Source: an optimization exercise on an open RTL-to-GDS flow (aim: small area, a short achievable clock period and few clock cycles). Production flows keep margins and buffers that such runs may drop.
Only simulation tests tie the RTL to the original design; equivalence was not proved.
Power and IR drop assume default switching activity.

Design processor, start of the top module:
module processor (clk,rst,imem_addr,imem_data,dmem_addr,dmem_wdata,dmem_we,dmem_re,dmem_rdata,stat);
    input clk;
    input rst;                   
    output [7:0] imem_addr;
    input [79:0] imem_data;
    output [7:0] dmem_addr;
    output [63:0] dmem_wdata;
    output dmem_we;
    output dmem_re;
    input [63:0] dmem_rdata;
    output [3:0] stat;           
    localparam [3:0] S_AOK = 4'b1000, S_HLT = 4'b0100, S_ADR = 4'b0010, S_INS = 4'b0001;
    integer i;
    reg [7:0]  pc;
    reg [6:0]  pc_hi;            
    reg        x_live;           
    reg [3:0]  x_stat;           
    reg        x_cmov, x_rm, x_mr, x_opq, x_call, x_ret, x_push, x_pop;
    reg        x_retf;           
    reg        x_ldp;            
    reg        x_stp;            
    reg        x_retx;           
    reg        x_rspb;           
    reg        x_sub, x_and, x_xor;
    reg [3:0]  x_fn;
    reg [14:0] x_selA, x_selB;   
    reg [3:0]  x_dst;
    reg        x_wmem;           
    reg [63:0] x_valC;           
    reg [8:0]  x_valP;           
    reg [7:0]  x_ap;             
    reg [6:0]  x_ac;             
    reg [2:0]  x_aq;             
    reg        x_c1;
    reg        sb_valid;         
    reg [7:0]  sb_addr;
    reg [63:0] sb_data;
  ...
Size in the first run: about 1,200 flip-flops, about 60,000 sq um of cells after synthesis.
Settings: LEC_CHECK=0, CAP_MARGIN=40, CORE_MARGIN=2, CORE_UTILIZATION=40, CTS_CLUSTER_DIAMETER=110, CTS_CLUSTER_SIZE=24, SLEW_MARGIN=40; clock period 32.0 ns.
standard.sh (not shown) runs the stock make flow with config.mk's settings and CLKGATE_MAP_FILE= SYNTH_SCRIPT=/design/flow/synth_recipe.tcl, a recipe that flattens the netlist after the stock synthesis.
==> flow/flow/run.sh <==
#!/bin/bash
# The standard layout, with buf_4 as the buffer on every port in place of
# the default choice (a slow delay cell).
set -euo pipefail
export BUFFER_PORTS_ARGS="-buffer_cell sky130_fd_sc_hd__buf_4"
bash standard.sh finish > standard.log 2>&1
Testbench counts at the start, summed over its fixed seeds: cycles 35,385.
Edit:
- CORE_UTILIZATION: 40 -> 55
What happened: The changed run finished with timing, DRC and antenna clean; die area fell by 27%; synthesized area stays the same; worst setup slack is worse by 0.048 ns; count of clock-buffer cells in the layout rose by 4; cell count fell by 7.5%; power fell by 0.54%; final area fell by 1.3%; synthesized cell count stays the same; sequential power is about the same; global-route usage rose by 12 points; wire length fell by 4.7%.
Edit:
- PLACE_DENSITY: unset -> 0.75
Effect: The new run completed with no timing, DRC or antenna violations; power barely changes; final cell count hardly moves; utilization is about the same; non-clock buffer count decreases by 23; routed wire length decreases by 2.0%; clock power rises by 4.1%.

* * *

## run A
processor, a different RTL version from the one above (not shown whole).
Size: ~5,300 cells after synthesis, roughly 230 I/O pins, about 61,000 µm² of cells after synthesis.
Settings: LEC_CHECK=0, CAP_MARGIN=80, CORE_MARGIN=2, CORE_UTILIZATION=40, SLEW_MARGIN=80; clock period 32.0 ns.
run.sh (not shown) runs the stock make flow with config.mk's settings and CLKGATE_MAP_FILE= SYNTH_SCRIPT=/design/flow/synth_recipe.tcl, a recipe that flattens the netlist after the stock synthesis.
Stock flow here: none of the scripts above is used.
Testbench counts of run A, summed over its fixed seeds: cycles 35,385.
--- input diff run A..run B ---
- SLEW_MARGIN changed from 80 to 40
- CAP_MARGIN changed from 80 to 40
- CTS_CLUSTER_SIZE newly set to 40
Results
The flow did not stop early for run A: all stages ran, and the layout cleared the timing, design-rule and antenna checks. Run B finished every step from synthesis to the final layout, and the layout passed the timing, design-rule and antenna checks. The reported sequential group power of run B and that of run A are within noise of each other. Looking at total of clock buffers placed in the layout across run B and run A, the one that comes out higher is run B. Comparing run A against run B, there is no change at all in count of different cell masters after synthesis. Compared with run A, run B shows a lower total of plain and repair buffers excluding clock buffers. Clock network power share in run B vs run A: up 1.0 points. Run B has global routing met1 resource utilization below what run A had. Taking run A as the reference, in run B via count of the routed design fell by 3,462, final cell count without fillers went down by 7.2%, combinational group share of total power -4.0 points. On largest net degree at the start of global routing, the lower figure sits with run A, not run B.
--- input diff run B..run C ---
- CTS_CLUSTER_SIZE removed (was 40)
==> run notes <==
- Number of flip-flops and latches came out exactly the same in run C and run B.
- Delta (run C minus run B): global-route met3 utilization roughly the same; cell row count roughly the same; met2 usage in global routing roughly the same; final core utilization roughly the same.
- Between run C and run B, the difference in sequential share of layout area is negligible.
- Run C went all the way through synthesis, placement and routing and the layout is clean on timing, DRC and antenna.
- The number of enable-type register cells in the synthesized netlist of run C and that of run B are within noise of each other.
- Clock network area share: run B vs run C identical

* * *

Another version of the RTL of processor (not shown whole).
For scale: about 5,900 cells after synthesis, ~1,200 flip-flops.
Settings: LEC_CHECK=0, CAP_MARGIN=40, CORE_MARGIN=2, CORE_UTILIZATION=40, SLEW_MARGIN=40; clock period 32.0 ns.
The baseline went through all stages and came out clean.
Testbench counts at the start, summed over its fixed seeds: cycles 35,385.
Edit:
==> flow/flow/run.sh (new file) <==
#!/bin/bash
# The standard layout, with buf_4 as the buffer on every port in place of
# the default choice (a slow delay cell).
set -euo pipefail
export BUFFER_PORTS_ARGS="-buffer_cell sky130_fd_sc_hd__buf_4"
bash standard.sh finish > standard.log 2>&1
==> flow/standard.sh (new file) <==
#!/bin/bash
# synth_recipe.tcl (not shown) runs the flow's synth.tcl, then flattens the netlist and writes it again
# the make line also repeats each setting of config.mk as NAME=value (left out here)
make -C /OpenROAD-flow-scripts/flow DESIGN_CONFIG=/design/flow/config.mk WORK_HOME=/design/flow/orfs CLKGATE_MAP_FILE= SYNTH_SCRIPT=/design/flow/synth_recipe.tcl "${@:-finish}"
removed: flow/run.sh
=> The new run ran to the end with no violations; via count stays flat; clock power rises by about 2%; setup slack improved by 0.15 ns; total power rose by 0.90%; clock-buffer cell count stays the same; die area stays the same.

* * *

Setup of north:
processor, a different RTL version from the one above (not shown whole).
For scale: roughly 4800 cells after synthesis, about 1200 flip-flops, roughly 230 I/O pins, roughly 57000 um^2 of cells after synthesis.
## processor
module processor (clk,rst,imem_addr,imem_data,dmem_addr,dmem_wdata,dmem_we,dmem_re,dmem_rdata,stat);
Settings: LEC_CHECK=0, CAP_MARGIN=20, CORE_MARGIN=2, CORE_UTILIZATION=45, CTS_CLUSTER_DIAMETER=110, CTS_CLUSTER_SIZE=24, SLEW_MARGIN=20; clock period 32.0 ns.
standard.sh (not shown) runs the stock make flow with config.mk's settings and CLKGATE_MAP_FILE= SYNTH_SCRIPT=/design/flow/synth_recipe.tcl, a recipe that flattens the netlist after the stock synthesis.
==> flow/flow/run.sh <==
#!/bin/bash
# The standard layout, with buf_4 as the buffer on every port in place of
# the default choice (a slow delay cell). After global placement each port
# buffer is resized to its load (port_buffers.tcl), and logic gates that
# drive many pins get a stronger drive (fanout_sizing.tcl), before the
# standard design-rule repair.
set -euo pipefail
export BUFFER_PORTS_ARGS="-buffer_cell sky130_fd_sc_hd__buf_4"
export POST_GLOBAL_PLACE_TCL="$PWD/flow/port_buffers.tcl"
export PRE_RESIZE_TCL="$PWD/flow/fanout_sizing.tcl"
bash standard.sh finish > standard.log 2>&1
==> flow/flow/fanout_sizing.tcl <==
# Drive strength by fanout: a logic gate of drive 0 or 1 whose output
# drives 8 or more pins becomes drive 2, with 16 or more drive 4, where the
# library has that size (flip-flops keep their type, only the drive changes).
set n2 0
set n4 0
foreach inst [get_cells *] {
  set master [get_property $inst ref_name]
  if {![regexp {^(sky130_fd_sc_hd__[a-z0-9]+)_([01])$} $master -> base drive]} { continue }
  if {[regexp {__(sdf|dl|conb|tap|fill|decap|diode)} $base]} { continue }
  set fanout 0
  foreach out [get_pins -of_objects $inst -filter "direction==output"] {
    set net [get_nets -quiet -of_objects $out]
    if {$net == ""} { continue }
    set fanout [expr {max($fanout, [llength [get_pins -quiet -of_objects $net -filter "direction==input"]])}]
  }
  set target ""
  if {$fanout >= 16 && [llength [get_lib_cells -quiet ${base}_4]] > 0} {
    set target ${base}_4
    incr n4
  } elseif {$fanout >= 8 && [llength [get_lib_cells -quiet ${base}_2]] > 0} {
    set target ${base}_2
    incr n2
  }
  if {$target != ""} { replace_cell $inst $target }
}
puts "fanout_sizing: $n2 to drive 2, $n4 to drive 4"
==> flow/flow/port_buffers.tcl <==
# Resize the port buffers that buffer_ports inserted: an input buffer that
# drives many pins becomes buf_8, the others and the output buffers buf_2.
set n_big 0
set n_small 0
foreach inst [get_cells -quiet {input* output*}] {
  set name [get_full_name $inst]
  set out [get_pins -of_objects $inst -filter "direction==output"]
  set net [get_nets -of_objects $out]
  set fanout [llength [get_pins -of_objects $net -filter "direction==input"]]
  if {[string match "input*" $name] && $fanout >= 10} {
    replace_cell $inst sky130_fd_sc_hd__buf_8
    incr n_big
  } else {
    replace_cell $inst sky130_fd_sc_hd__buf_2
    incr n_small
  }
}
puts "port_buffers: $n_big buf_8, $n_small buf_2"
Both conditions hold for north: the flow ran to the end and the final layout passed the timing, design-rule and antenna checks.
Testbench counts of north, summed over its fixed seeds: cycles 35,385.
Inputs modified between north and south:
Settings: CORE_UTILIZATION now 55, was 45.
diff --git a/flow/flow/fanout_sizing.tcl b/flow/flow/fanout_sizing.tcl
--- a/flow/flow/fanout_sizing.tcl
+++ b/flow/flow/fanout_sizing.tcl
@@ -3 +3 @@
-# library has that size (flip-flops keep their type, only the drive changes).
+# library has that size. Flip-flops are left alone.
@@ -9 +9 @@
-  if {[regexp {__(sdf|dl|conb|tap|fill|decap|diode)} $base]} { continue }
+  if {[regexp {__(df|edf|sdf|dl|conb|tap|fill|decap|diode)} $base]} { continue }
## What came out
south: done, clean on timing, DRC and antenna
Deepest clock path buffer count: south vs north identical
Going from north to south, cell area moved down; share of power burned in registers rose by 0.4 points; global-route wire length before repair went down.
diff inputs: south => east
Settings: changing CORE_UTILIZATION from 55 to 45.
diff --git a/flow/flow/fanout_sizing.tcl b/flow/flow/fanout_sizing.tcl
--- a/flow/flow/fanout_sizing.tcl
+++ b/flow/flow/fanout_sizing.tcl
@@ -2 +2 @@
-# drives 8 or more pins becomes drive 2, with 16 or more drive 4, where the
+# drives 6 or more pins becomes drive 2, with 12 or more drive 4, where the
@@ -17 +17 @@
-  if {$fanout >= 16 && [llength [get_lib_cells -quiet ${base}_4]] > 0} {
+  if {$fanout >= 12 && [llength [get_lib_cells -quiet ${base}_4]] > 0} {
@@ -20 +20 @@
-  } elseif {$fanout >= 8 && [llength [get_lib_cells -quiet ${base}_2]] > 0} {
+  } elseif {$fanout >= 6 && [llength [get_lib_cells -quiet ${base}_2]] > 0} {
--- outcome ---
- Relative to south, the met2 track demand over resource in global routing of east is lower by 11 points.
- Comparing south and east, the higher die boundary height was measured on east.
- Relative to south, internal power summed over all cells has increased by 0.021 mW in east.
- Compared south against east; net switching power figure within noise.
- | via count | lower: east |
- Going from south to east, met3 wire length decreased by 1.6 mm relative to the old numbers, count of plain and timing-repair buffers went down, final clock period utilization by the worst path ~0 delta, die area grew by 22%, data arrival time at the worst-slack endpoint -0.03 ns.
Input changes introduced in west (baseline for comparison: east):
diff --git a/flow/flow/fanout_sizing.tcl b/flow/flow/fanout_sizing.tcl
--- a/flow/flow/fanout_sizing.tcl
+++ b/flow/flow/fanout_sizing.tcl
@@ -2 +2 @@
-# drives 6 or more pins becomes drive 2, with 12 or more drive 4, where the
+# drives 8 or more pins becomes drive 2, with 16 or more drive 4, where the
@@ -17 +17 @@
-  if {$fanout >= 12 && [llength [get_lib_cells -quiet ${base}_4]] > 0} {
+  if {$fanout >= 16 && [llength [get_lib_cells -quiet ${base}_4]] > 0} {
@@ -20 +20 @@
-  } elseif {$fanout >= 6 && [llength [get_lib_cells -quiet ${base}_2]] > 0} {
+  } elseif {$fanout >= 8 && [llength [get_lib_cells -quiet ${base}_2]] > 0} {
## What came out
Looking at east and west, the fraction of the cycle the final worst path needs is a wash.
In terms of total detailed-routing wirelength, east and west differ only marginally.
east has lower number of buffers created by CTS than west.
west: combinational share of power is 0.4 points lower than what east reported.
Re clock-buffer cell count: east was lower than west.
Between east and west, the distinct cell type count after synthesis does not differ in any meaningful way.

* * *

## run 1
processor, a different RTL version from the one above (not shown whole).
For scale: roughly 4,800 cells after synthesis, ~230 I/O pins.
Settings: LEC_CHECK=0, CAP_MARGIN=40, CORE_MARGIN=2, CORE_UTILIZATION=55, CTS_CLUSTER_DIAMETER=110, CTS_CLUSTER_SIZE=24, SLEW_MARGIN=40; clock period 32.0 ns.
==> flow/flow/run.sh <==
#!/bin/bash
# The standard layout, with buf_4 as the buffer on every port in place of
# the default choice (a slow delay cell).
set -euo pipefail
export BUFFER_PORTS_ARGS="-buffer_cell sky130_fd_sc_hd__buf_4"
bash standard.sh finish > standard.log 2>&1
Run 1 finished every stage and its layout cleared the timing, design-rule and antenna checks.
Testbench counts of run 1, summed over its fixed seeds: cycles 35,385.
Input changes introduced in run 2 (baseline for comparison: run 1):
==> flow/flow/run.sh <==
#!/bin/bash
# The standard layout, with buf_4 as the buffer on every port in place of
# the default choice (a slow delay cell); after global placement each port
# buffer is resized to its load (port_buffers.tcl).
set -euo pipefail
export BUFFER_PORTS_ARGS="-buffer_cell sky130_fd_sc_hd__buf_4"
export POST_GLOBAL_PLACE_TCL="$PWD/flow/port_buffers.tcl"
bash standard.sh finish > standard.log 2>&1
==> flow/flow/port_buffers.tcl (new file) <==
# Resize the port buffers that buffer_ports inserted: an input buffer that
# drives many pins becomes buf_8, the others and the output buffers buf_2.
set n_big 0
set n_small 0
foreach inst [get_cells -quiet {input* output*}] {
  set name [get_full_name $inst]
  set out [get_pins -of_objects $inst -filter "direction==output"]
  set net [get_nets -of_objects $out]
  set fanout [llength [get_pins -of_objects $net -filter "direction==input"]]
  if {[string match "input*" $name] && $fanout >= 10} {
    replace_cell $inst sky130_fd_sc_hd__buf_8
    incr n_big
  } else {
    replace_cell $inst sky130_fd_sc_hd__buf_2
    incr n_small
  }
}
puts "port_buffers: $n_big buf_8, $n_small buf_2"
==> comparison <==
Going from run 1 to run 2, internal power summed over all cells saw a decrease; fraction of area in multi-input gates saw an increase; switching component of the power saw a decrease.
Input-level comparison between run 3 and run 2:
Settings: changing CORE_UTILIZATION from 55 to 65.
--- outcome ---
Summary of run 3 over run 2: number of antenna violations at the first check in global routing decreased by 5 relative to the old numbers, post-route clock period utilization increased 1.5 points, cell count -238, first-pass GRT wire length lower.
Comparing run 2 against run 3, there is no change at all in count of flip-flops with a built-in enable after synthesis.
Sequential share of layout area delta for run 3 relative to run 2: 0.38 points higher
Number of fillers in the final layout for run 3: about 28% down relative to run 2
Worst setup slack after layout on run 3 is behind run 2.
The met2 global-route usage in run 3 was higher than what run 2 gave.
Input-level comparison between run 4 and run 3:
Settings: CORE_UTILIZATION changed from 65 to 45.
==> comparison <==
Global-route wire length before repair (run 4 vs. run 3) increases by a little under 10%
STATUS post-route cell area: run 4 loses against run 3
Pre-CTS setup slack (lower): run 4
Setup changes, run 4 to run 5
Settings: CORE_UTILIZATION changed from 45 to 55.
--- a/flow/flow/run.sh
+++ b/flow/flow/run.sh
@@ -3,3 +3,4 @@
 # the default choice (a slow delay cell); after global placement each port
-# buffer is resized to its load (port_buffers.tcl).
+# buffer is resized to its load (port_buffers.tcl), and gates are sized and
+# nets buffered by gain before the design-rule repair (gain.tcl).
 set -euo pipefail
@@ -7,2 +8,3 @@
 export POST_GLOBAL_PLACE_TCL="$PWD/flow/port_buffers.tcl"
+export PRE_RESIZE_TCL="$PWD/flow/gain.tcl"
 bash standard.sh finish > standard.log 2>&1
==> flow/flow/gain.tcl (new file) <==
# Gain-based sizing and buffering: each driver is sized, and high-fanout
# nets buffered, so that a stage drives at most about four times its input
# capacitance.
set_opt_config -set_early_sizing_cap_ratio 4 -set_early_buffer_sizing_cap_ratio 4
repair_design -pre_placement -buffer_gain 4 -verbose
### Flow results
Run 5 vs run 4 — global routing met2 resource utilization rose 21 points. Going from run 4 to run 5, average via count per standard cell grew by more than 10%. Compared with run 4, met1 layer wirelength in the final routing in run 5 increased by a few percent. Higher worst-case reg-to-reg path depth among run 5 and run 4: run 5. Diff run 4 -> run 5: number of clock buffer instances in the layout shows an increase of about 3%, average detailed-routed wire length per instance +about 23%, minimum period implied by the final worst setup slack lost 0.10 ns, part of the total power dissipated in combinational logic went up, final standard cell utilization of the core climbed 20 points. Run 4 ended up with rst as its first element of the critical path; run 5 ended up with x_ac[0]. Detailed route wirelength on metal3: run 5 vs run 4 up 26 mm. Between run 5 and run 4, final worst-path setup slack is lower for run 4, run 5 comes in above that.

## what the ideal ports hide
How much do the figures lean on ideal ports? The routed layouts below were timed once more, with nothing changed but the port constraints.
Step 1 sets driving cells, clkbuf_16 on the clock port and buf_2 on the other inputs (assumed; they add their load-dependent delay and slew).
Step 2 moves the port delays by t, midway between the first and last clock arrival at a register: inputs arrive t later, outputs are due t later. That takes back most of the time a late clock gives input paths.
Slacks: ideal ports / drivers / drivers and shift; pairs: ideal ports / drivers.
run | shift t [ns] | setup slack, ns | worst data-port slew with drivers (ns)
the first run of note 1 | 0.806 | 23.046 / 23.065 / 22.259 | 0.14
the second run of note 1 | 0.801 | 22.999 / 23.031 / 22.230 | 0.08
the third run of note 1 | 0.810 | 23.168 / 23.091 / 22.527 | 0.07
run A | 0.884 | 21.641 / 21.560 / 22.444 | 0.07
run B | 0.874 | 21.820 / 21.735 / 22.092 | 0.06
run C | 0.874 | 21.820 / 21.735 / 22.092 | 0.06
the first run of note 3 | 0.918 | 20.722 / 20.722 / 20.722 | 0.06
the second run of note 3 | 0.909 | 20.867 / 20.867 / 20.867 | 0.06
north | 0.807 | 23.331 / 23.252 / 22.672 | 0.07
south | 0.799 | 23.310 / 23.232 / 22.544 | 0.06
east | 0.801 | 23.339 / 23.261 / 22.729 | 0.07
west | 0.805 | 23.294 / 23.215 / 22.700 | 0.07
run 1 | 0.795 | 23.114 / 23.127 / 22.376 | 0.07
run 2 | 0.796 | 23.223 / 23.173 / 22.453 | 0.06
run 3 | 0.800 | 22.733 / 22.658 / 22.263 | 0.07
run 4 | 0.798 | 23.074 / 23.105 / 22.309 | 0.07
run 5 | 0.835 | 23.176 / 23.097 / 22.966 | 0.07
After both steps every run listed still meets setup and hold. For the first run of note 1, which loses most, drivers alone change the setup slack by +0.019 ns; drivers and shift together by -0.787 ns.
